Background: an optimization exercise with open tools, aiming at small area and a short achievable clock period. Do not read the settings as production practice.
Only simulation tests tie the RTL to the original design; equivalence was not proved.
Power is estimated from default activity; no workload was simulated.

### flow/design.v
`timescale 1ns / 1ps
module TwoToOneMux(input logic [15:0] a, b,
	input logic sel_mux,
	output logic [15:0] out);
    always_comb
	    out <= sel_mux ? b : a;
endmodule
`timescale 1ns / 1ps
module alu(input logic [15:0] a, b,
	input logic [3:0] s,
	output logic [15:0] f,
	output logic ovf, take_branch);
	always_comb
	case(s)
		0: begin
			f <= a + b;
			ovf <= (~a[15] & ~b[15] & f[15]) | (a[15] & b[15] & ~f[15]);
			take_branch <= 0;
		end
		1: begin
			f <= ~b;
			ovf <= 0;
			take_branch <= 0;
		end
		2: begin
			f <= a & b;
			ovf <= 0;
			take_branch <= 0;
		end
		3: begin
			f <= a | b;
			ovf <= 0;
			take_branch <= 0;
		end
		4: begin
			f <= a >>> b;
			if (a[15]) f[15] <= 1;
			ovf <= 0;
			take_branch <= 0;
		end
		5: begin
			f <= a << b;
			ovf <= 0;
			take_branch <= 0;
		end
		6: begin
			f <= 0;
			ovf <= 0;
			if (a == 0) take_branch <= 1;
			else take_branch <= 0;
		end 
		7: begin
			f <= 0;
			ovf <= 0;
			if (a != 0) take_branch <= 1;
			else take_branch <= 0;
		end 
		8: begin
			f <= a ^ b;
			ovf <= 0;
			take_branch <= 0;
		end
		default: begin
			f <= 0;
			ovf <= 0;
			take_branch <= 0;
		end
	endcase
endmodule
`timescale 1ns / 1ps
module instruction_decoder(input logic [6:0] immediate,
    input logic [5:0] nzimm,
    input logic [8:0] offset,
    input logic [3:0] opcode,
    output logic RegWrite, RegDst, ALUSrc1, ALUSrc2, MemWrite, MemToReg, Regsrc,
    output logic [3:0] ALUOp,
    output logic [15:0] instr_i);
    always_comb
        case (opcode)
            0:  begin
                RegWrite <= 1;
                RegDst <= 1;
                instr_i <= 16'(signed'(immediate));
                ALUSrc1 <= 0;
                ALUSrc2 <= 1;
                ALUOp <= 0;
                MemWrite <= 0;
                MemToReg <= 1;
                Regsrc <= 0;
            end
            1:  begin
                RegWrite <= 0;
                RegDst <= 0;
                instr_i <= 16'(signed'(immediate));
                ALUSrc1 <= 0;
                ALUSrc2 <= 1;
                ALUOp <= 0;
                MemWrite <= 1;
                MemToReg <= 0;
                Regsrc <= 0;
            end
            2:  begin
                RegWrite <= 1;
                RegDst <= 1;
                instr_i <= 0;
                ALUSrc1 <= 0;
                ALUSrc2 <= 0;
                ALUOp <= 0;
                MemWrite <= 0;
                MemToReg <= 0;
                Regsrc <= 1;
            end
            3:  begin
                RegWrite <= 1;
                RegDst <= 1;
                instr_i <= 16'(signed'(nzimm));
                ALUSrc1 <= 0;
                ALUSrc2 <= 1;
                ALUOp <= 0;
                MemWrite <= 0;
                MemToReg <= 0;
                Regsrc <= 1;
            end
            4:  begin
                RegWrite <= 1;
                RegDst <= 1;
                instr_i <= 0;
                ALUSrc1 <= 0;
                ALUSrc2 <= 0;
                ALUOp <= 2;
                MemWrite <= 0;
                MemToReg <= 0;
                Regsrc <= 1;
            end
            5:  begin
                RegWrite <= 1;
                RegDst <= 1;
                instr_i <= 16'(signed'(immediate));
                ALUSrc1 <= 0;
                ALUSrc2 <= 1;
                ALUOp <= 2;
                MemWrite <= 0;
                MemToReg <= 0;
                Regsrc <= 1;
            end
            6:  begin
                RegWrite <= 1;
                RegDst <= 1;
                instr_i <= 0;
                ALUSrc1 <= 0;
                ALUSrc2 <= 0;
                ALUOp <= 3;
                MemWrite <= 0;
                MemToReg <= 0;
                Regsrc <= 1;
            end
            7:  begin
                RegWrite <= 1;
                RegDst <= 1;
                instr_i <= 0;
                ALUSrc1 <= 0;
                ALUSrc2 <= 0;
                ALUOp <= 8;
                MemWrite <= 0;
                MemToReg <= 0;
                Regsrc <= 1;
            end
            8:  begin
                RegWrite <= 1;
                RegDst <= 1;
                instr_i <= 16'(signed'(nzimm));
                ALUSrc1 <= 0;
                ALUSrc2 <= 1;
                ALUOp <= 4;
                MemWrite <= 0;
                MemToReg <= 0;
                Regsrc <= 1;
            end
            9:  begin
                RegWrite <= 1;
                RegDst <= 1;
                instr_i <= 16'(signed'(nzimm));
                ALUSrc1 <= 0;
                ALUSrc2 <= 1;
                ALUOp <= 5;
                MemWrite <= 0;
                MemToReg <= 0;
                Regsrc <= 1;
            end
            10:  begin
                RegWrite <= 0;
                RegDst <= 0;
                instr_i <= 16'(signed'(offset));
                ALUSrc1 <= 0;
                ALUSrc2 <= 1;
                ALUOp <= 6;
                MemWrite <= 0;
                MemToReg <= 0;
                Regsrc <= 0;
            end
            11:  begin
                RegWrite <= 0;
                RegDst <= 0;
                instr_i <= 16'(signed'(offset));
                ALUSrc1 <= 0;
                ALUSrc2 <= 1;
                ALUOp <= 7;
                MemWrite <= 0;
                MemToReg <= 0;
                Regsrc <= 0;
            end
            default: begin
                RegWrite <= 0;
                RegDst <= 0;
                instr_i <= 0;
                ALUSrc1 <= 1;
                ALUSrc2 <= 1;
                ALUOp <= 0;
                MemWrite <= 0;
                MemToReg <= 0;
                Regsrc <= 1;
            end
        endcase
endmodule
`timescale 1ns / 1ps
module mapper(input [15:0] instruction,
              output logic [2:0] rs1,rs2,rd,
              output logic [6:0] immediate,
              output logic [5:0] nzimm,
              output logic [8:0] offset,
              output logic [3:0] opcode);
  always_comb
  begin
  opcode = 4'b1111;  
  nzimm = 0;
  offset = 0;
  immediate = 0;
  rs1=0;
  rs2=0;
  rd=0;
  case(instruction[15:13])
  3'b110:begin 
         case(instruction[1:0])
            2'b00 : begin immediate = {instruction[5],instruction[12],instruction[11:10],instruction[6],2'b00};rs1=instruction[9:7];rs2=instruction[4:2];opcode=4'b0001;end  
            2'b01 : begin offset = {instruction[12],instruction[12],instruction[6:5],instruction[2],instruction[11:10],instruction[4:3]}; rs1=instruction[9:7];opcode=4'b1010; end  
         endcase
           end
  3'b010: begin immediate = {instruction[5],instruction[12],instruction[11:10],instruction[6],2'b00};rs1=instruction[9:7]; rd = instruction[4:2];opcode=4'b0000; end  
  3'b100 : begin
           case(instruction[11:10])
                2'b01 : begin
                        case(instruction[1:0])
                        2'b10: begin rd = instruction[9:7]; rs2 = instruction[4:2];opcode=4'b0010; end  
                        2'b01: begin nzimm = {instruction[12],instruction[6:5],instruction[4:2]};rd = instruction[9:7];rs1=instruction[9:7];opcode= 4'b1000; end  
                        endcase 
                        end                                    
                2'b11 : begin
                        case(instruction[6:5])
                            2'b11: begin rs1 = instruction[9:7]; rd = instruction[9:7];rs2 = instruction[4:2];opcode=4'b0100;end  
                            2'b10: begin rs1 = instruction[9:7]; rd = instruction[9:7]; rs2 = instruction[4:2];opcode=4'b0110;end  
                            2'b01 : begin rs1 = instruction[9:7]; rd = instruction[9:7]; rs2 = instruction[4:2];opcode=4'b0111; end  
                         endcase 
                        end 
                2'b10 : begin immediate = {1'b0,instruction[12],instruction[6:5],instruction[4:2]}; rs1 = instruction[9:7]; rd = instruction[9:7];opcode=4'b0101; end  
            endcase
           end
  3'b000 : begin
           case(instruction[1:0])
                2'b01: begin nzimm = {instruction[12],instruction[6:5],instruction[4:2]};rs1 = instruction[9:7]; rd = instruction[9:7];opcode=4'b0011; end  
                2'b10 : begin nzimm = {instruction[12],instruction[6:5],instruction[4:2]};rd = instruction[9:7];opcode=4'b1001; end  
           endcase 
           end
  3'b111 : begin offset = {instruction[12],instruction[12],instruction[6:5],instruction[2],instruction[11:10],instruction[4:3]}; rs1 = instruction[9:7];opcode=4'b1011; end  
  endcase
  end
endmodule
`timescale 1ns / 1ps
module program_counter(input logic clk, rst, take_branch,
    input logic [8:0] offset,
	output logic [8:0] pc);
	always_ff @(posedge clk, posedge rst)
		if (rst) pc <= 0;
		else if (take_branch) pc <= pc + offset;
		else pc <= pc + 1;
endmodule
`timescale 1ns / 1ps
module regfile(input logic rst, clk, wr_en,
	input logic [2:0] rd0_addr, rd1_addr, wr_addr,
	input logic [15:0] wr_data,
	output logic [15:0] rd0_data, rd1_data);
	reg [15:0] reg_vals [0:7];
	int i;
	always_ff @(posedge clk, posedge rst)
	begin
		if (rst)
		begin
			for (i = 0; i < 8; i = i + 1)
			reg_vals[i] <= 0;
		end
		else if (wr_en)     
			reg_vals[wr_addr] <= wr_data;
	end
	always_comb
	begin
	    rd0_data <= reg_vals[rd0_addr];
		rd1_data <= reg_vals[rd1_addr];
	end
endmodule
`timescale 1ns / 1ps
module cpu16_top(input logic clk,
        input logic reset,
        output logic [7:0] imem_addr,       
        input logic [15:0] imem_rdata,      
        output logic [9:0] dmem_addr,       
        output logic [15:0] dmem_wdata,     
        output logic dmem_we,               
        input logic [15:0] dmem_rdata,      
        output logic ovf_ctrl,
        output logic take_branch
    );
    logic [8:0] pc;
    logic [15:0] alu_input1, alu_input2,alu_input2_instr_src;
    logic [15:0] alu_output;
    logic [3:0] ALUOp;
    logic RegWrite;
    logic alu_ovf_flag, alu_take_branch;
    logic [2:0] regfile_ReadAddress1;	 
    logic [2:0] regfile_ReadAddress2;	 
    logic [2:0] regfile_WriteAddress;	 
    logic [15:0] regfile_WriteData;		 
    logic [15:0] regfile_ReadData1;		 
    logic [15:0] regfile_ReadData2;		 
    logic ALUSrc1, ALUSrc2;
    logic [15:0] DataMemOut;
    logic [15:0] zero_register;
    logic MemWrite, MemToReg;
    logic Regdst,Regsrc;
    logic [2:0] rs1,rs2,rd;
    logic [6:0] immediate;
    logic [8:0] offset;
    logic [3:0] opcode;
    logic [5:0] nzimm;
    logic [15:0] instruction;
    logic [15:0] rd_addr1_wide, wr_addr_wide;
    assign zero_register = 16'd0;
    assign ovf_ctrl = alu_ovf_flag;
    assign take_branch = alu_take_branch;
    assign imem_addr = pc[7:0];
    assign instruction = imem_rdata;
    program_counter prog_count(.clk(clk),.rst(reset),.pc(pc),.take_branch(alu_take_branch),.offset(offset));
    mapper map(.instruction(instruction), .rs1(rs1),.rs2(rs2),.rd(rd),.immediate(immediate),.nzimm(nzimm),.offset(offset),.opcode(opcode));
    instruction_decoder inst (.nzimm(nzimm),
    .opcode(opcode),.immediate(immediate),.offset(offset),.RegWrite(RegWrite),.RegDst(Regdst),
    .ALUSrc1(ALUSrc1),.ALUSrc2(ALUSrc2),.MemWrite(MemWrite),.MemToReg(MemToReg),.Regsrc(Regsrc),
    .instr_i(alu_input2_instr_src),.ALUOp(ALUOp));
    regfile reg1(.rst(reset),.clk(clk),.wr_en(RegWrite),.rd0_addr(regfile_ReadAddress1),
    .rd1_addr(regfile_ReadAddress2),.wr_addr(regfile_WriteAddress),
    .wr_data(regfile_WriteData),.rd0_data(regfile_ReadData1),.rd1_data(regfile_ReadData2)
    );
    TwoToOneMux mux1(.a(regfile_ReadData1),.b(zero_register),.sel_mux(ALUSrc1),.out(alu_input1));
    TwoToOneMux mux2(.a(regfile_ReadData2),.b(alu_input2_instr_src),.sel_mux(ALUSrc2),.out(alu_input2));
    alu sixteenbit_alu(
        .s(ALUOp),
        .a(alu_input1),
        .b(alu_input2),
        .f(alu_output),
        .ovf(alu_ovf_flag),
        .take_branch(alu_take_branch)
        );
    assign dmem_addr = alu_output[9:0];
    assign dmem_wdata = regfile_ReadData2;
    assign dmem_we = MemWrite;
    assign DataMemOut = dmem_rdata;
    TwoToOneMux mux3(.a(alu_output),.b(DataMemOut),.sel_mux(MemToReg),.out(regfile_WriteData));
    TwoToOneMux mux4(.a({13'd0, rs1}),.b({13'd0, rd}),.sel_mux(Regsrc),.out(rd_addr1_wide));
    TwoToOneMux mux5(.a({13'd0, rs2}),.b({13'd0, rd}),.sel_mux(Regdst),.out(wr_addr_wide));
    assign regfile_ReadAddress1 = rd_addr1_wide[2:0];
    assign regfile_WriteAddress = wr_addr_wide[2:0];
    assign regfile_ReadAddress2 = rs2;
endmodule
### flow/constraint.sdc
create_clock -name core_clock -period 15.0 [get_ports {clk}]
set_input_delay 3.0000 -clock core_clock [delete_from_list [all_inputs] [get_ports {clk}]]
set_output_delay 3.0000 -clock core_clock [all_outputs]
set_load 0.01 [all_outputs]
### flow/config.mk
export PLATFORM = sky130hd
export DESIGN_NAME = cpu16_top
export DESIGN_NICKNAME = cpu16_top
export VERILOG_FILES = /design/flow/design.v
export SDC_FILE = /design/flow/constraint.sdc
export NUM_CORES = 4
export LEC_CHECK = 0
export CAP_MARGIN = 20
export CORE_MARGIN = 2
export CORE_UTILIZATION = 40
export SLEW_MARGIN = 20
### flow/run.sh
#!/bin/bash
# synth_recipe.tcl (not shown) runs the flow's synth.tcl, then flattens the netlist and writes it again
# the make line also repeats each setting of config.mk as NAME=value (left out here)
make -C /OpenROAD-flow-scripts/flow DESIGN_CONFIG=/design/flow/config.mk WORK_HOME=/design/flow/orfs CLKGATE_MAP_FILE= SYNTH_SCRIPT=/design/flow/synth_recipe.tcl finish
==> summary.txt <==
Clocking
  – Clk Latency, worst-skew pair: 450 ps
  – Cts bufs inserted: 17
  – CTS tree: done
  – Post-CTS setup buffer count: 0
  – CTS hold repair buffers: 0
  – PostCTS Resize Cnt: 0
  – Clk slew on worst S/H paths: 60 ps
  – Bufs on Longest Clock Path: 2
  – Clock root buffer: clkbuf_16
  – H-tree Lvls: 4
  – CTS sink cnt: 136

Final layout
  – Nets@finish: 1696
  – Area grow syn2layout: 13.7%
  – Highest-count cells in the layout ignoring fill and taps: 210 x nand2_1, 136 x dfrtp_1, 116 x nor2_1
  – Fin util: 46.2%
  – Most common cell after layout, fill and taps aside: nand2_1
  – Layout cells sized above 1: 13.3%
  – Ant diodes: 0
  – Design Area, Final: 14500 um^2
  – Filler cell count: 3152

Logic synthesis
  – Distinct cells, synth: 113
  – Post-synth ARST share: 100%
  – Synth Register Bits: 136
  – Mapped Area: 12800 um^2
  – Number of synthesized flops with an enable pin: 0
  – Ys flop type: dfrtp_1
  – Register area share after synthesis: 26.6%
  – Yosys warnings: 7
  – Cells after Synth: 1575
  – Post-Syn Nets: 1654
  – Mean Syn Cell Area: 8.11 um^2

Die
  – Die Footprint: 33400 um^2
  – Row cnt: 65
  – Core footprint: 31500 um^2
  – Die width: 183 um
  – Initial Util: 40.6%
  – Die Ht: 183 um
  – Top Ports: 71

Run status
  – Outcome: finished clean

Power
  – Pwr/cell area: 152 nW/um^2
  – VDD IR max: 0.000113 V
  – Leakage power: 5.90 nW

Setup path
  – Worst setup SP type: input port
  – Worst endpoint required time: 12000 ps
  – CP Capture Type: primary output
  – CP Class: input port to primary output
  – Crit-path cells: clkdlybuf4s50_1, or3b_1, nor3_1, o21ai_0, nand2_1, o31ai_1, a221oi_2, a211oi_1, o21ai_2, ha_1, a21o_1, a21oi_1, o21ai_0, nand2_1, o21ai_0, o31ai_1, o21ai_0, a21o_1, a21oi_1, xnor2_1, or3b_1, a21oi_1, clkdlybuf4s50_1
  – CP delay by family, top: compound AO/OA/AOI/OAI gates
  – CP bufs+invs: 2
  – CP max stage delay: 1060 ps
  – Most frequent CP cell: o21ai_0
  – Worst EP arrival: 10630 ps
  – Crit-path max FO: 26
  – Worst path slowest cell: clkdlybuf4s50_1

Flow run
  – Maxcap violations: 0

Timing
  – Final Hold Viols: 0
  – Setup TNS: 0 ps
  – Setup Viol. Count Final: 0
  – Fraction of the cycle the final worst path needs: 90.9%
  – RSZ-0062 raised after global routing: no
  – Final Slew Violations: 0
  – Fmax: 73.4 MHz
  – Max-Slew Margin vs Limit: 22.4%
  – Worst Tran Pin Value: 1160 ps
  – Fin crit period: 13630 ps
  – Clock skew: 11.5 ps
  – Final Hold Slack: 519 ps

Detailed routing
  – 1st-pass router iterations: 8
  – Routed WL: 63.8 mm
  – # DRC: 0
  – Vias per cell: 6.99
  – Routed Antenna Nets: 0
  – Via Count: 14197
  – Post-DR wirelength/cell: 31.4 um
  – Initial drt markers: 1836

Hold path
  – Hold Path Class: flop to flop

GRT
  – Largest net degree at the start of global routing: 78
  – Gr ovfl total: 0
  – Overall routing resource usage: 38.1%
  – Global-route wire length before repair: 92.6 mm
  – Number of global-route vias before repair: 13339
  – Initial antenna violation count: 0

Place
  – Placed standard-cell area: 13900 um^2
  – Hpwl dp: 48.0 mm
  – GP Congestion: 1.04
  – IO buf count: 70
[layer usage]
metal	vias to the layer above	share of wire [%]	global-route usage, %
met4	0	5.8	20.9
met3	192	8.9	7.94
met5	-	0	0
met2	922	45	59.1
met1	6975	41	49.5
li1	6108	-	-
[registers in the layout, summed over array words and instances (netlist names)]
name and cells:
reg1.reg_vals 128, prog_count.pc 8
[area by class of cell]
cell class | count | area [um^2] | share of cell area [%]
Tap cell | 402 | 503 | 3.46
Clock buffer | 18 | 439 | 3.02
Inverter | 73 | 279 | 1.92
Multi-Input combinational cell | 1273 | 8680 | 59.7
Timing Repair Buffer | 116 | 1050 | 7.20
Clock inverter | 14 | 185 | 1.27
Sequential cell | 136 | 3400 | 23.4
[worst paths after layout]
check                                     startpoint                   end  slack [ps]  depth (start not counted)
worst max-delay path                  imem_rdata[14]              ovf_ctrl        1370                         23
worst min-delay path            reg1.reg_vals[7][14]  reg1.reg_vals[7][14]         520                          2
worst max register to register   reg1.reg_vals[5][0]  reg1.reg_vals[2][10]        8120                         24
worst min register to register  reg1.reg_vals[7][14]  reg1.reg_vals[7][14]         520                          2
max in group asynchronous                      reset  reg1.reg_vals[0][12]       10720                          3
min in group asynchronous                      reset  reg1.reg_vals[1][10]        3030                          2
[kinds of logic after synthesis]
group	share of synthesized area [%]
simple gates	19.3
mux	9.16
fa+ha+maj	4.60
xor+xnor	1.30
compound gates	33.2
flops	26.6
buf+inv	5.79
[power breakdown]
group	internal [W]	total, W	switching [W]
sequential	0.000481	0.000635	0.000155
clock	0.000270	0.000454	0.000184
combinational	0.000412	0.00112	0.000710
[Yosys cell counts (22+ instances only)]
cell,count,area [um^2]
nand2_1,210,788
nor2_1,119,447
dfrtp_1,136,3400
mux2i_1,35,350
o221ai_1,26,228
a21oi_1,86,430
ha_1,43,538
clkbuf_1,36,135
o22ai_1,24,150
o21ai_0,98,490
nand3_1,47,235
mux2_2,62,698
o31ai_1,45,338
buf_2,29,145
a211oi_1,35,263
inv_1,70,263
o211ai_1,22,165
a31oi_1,22,138
nor3_1,34,170
[metrics by stage]
stage                     cells  total power, W  worst slack (ps)
after floorplan            1575         0.00123              3500
after global placement     2000         0.00172              1620
after detailed placement   2000         0.00172              1580
after CTS                  2032         0.00217              1550
after global routing       2032         0.00230               873
final                      2032         0.00221              1370
[tightest hold or removal path, cell delays in order, from the launching register on]
cell	delay [ps]
dfrtp_1	360
nand2_1	60
o31ai_1	60

what the ideal ports hide:
In the flow no input, the clock included, has a driving cell. The finished layout below was timed again as built, in two steps.
Step 1 sets driving cells, clkbuf_16 on the clock port and buf_2 on the other inputs (assumed; they add their load-dependent delay and slew).
Step 2 adds t to the input delays and takes it off the output delays; t is the mean of the earliest and latest rising clock arrival at the registers after step 1. Input paths then give back, and output paths get back, about the clock's delay inside the block.
a / b / c = no drivers / after step 1 / after step 2; a / b = the first two.
shift t [ns]: 0.495
setup WS [ns]: 1.368 / 1.339 / 1.339
clock arrival spread, ns: 0.012 / 0.012
cell pins on the clock port's net: 1
After both steps this run still meets setup and hold. For this run, drivers alone change the setup slack by -0.029 ns; drivers and shift together by -0.029 ns.
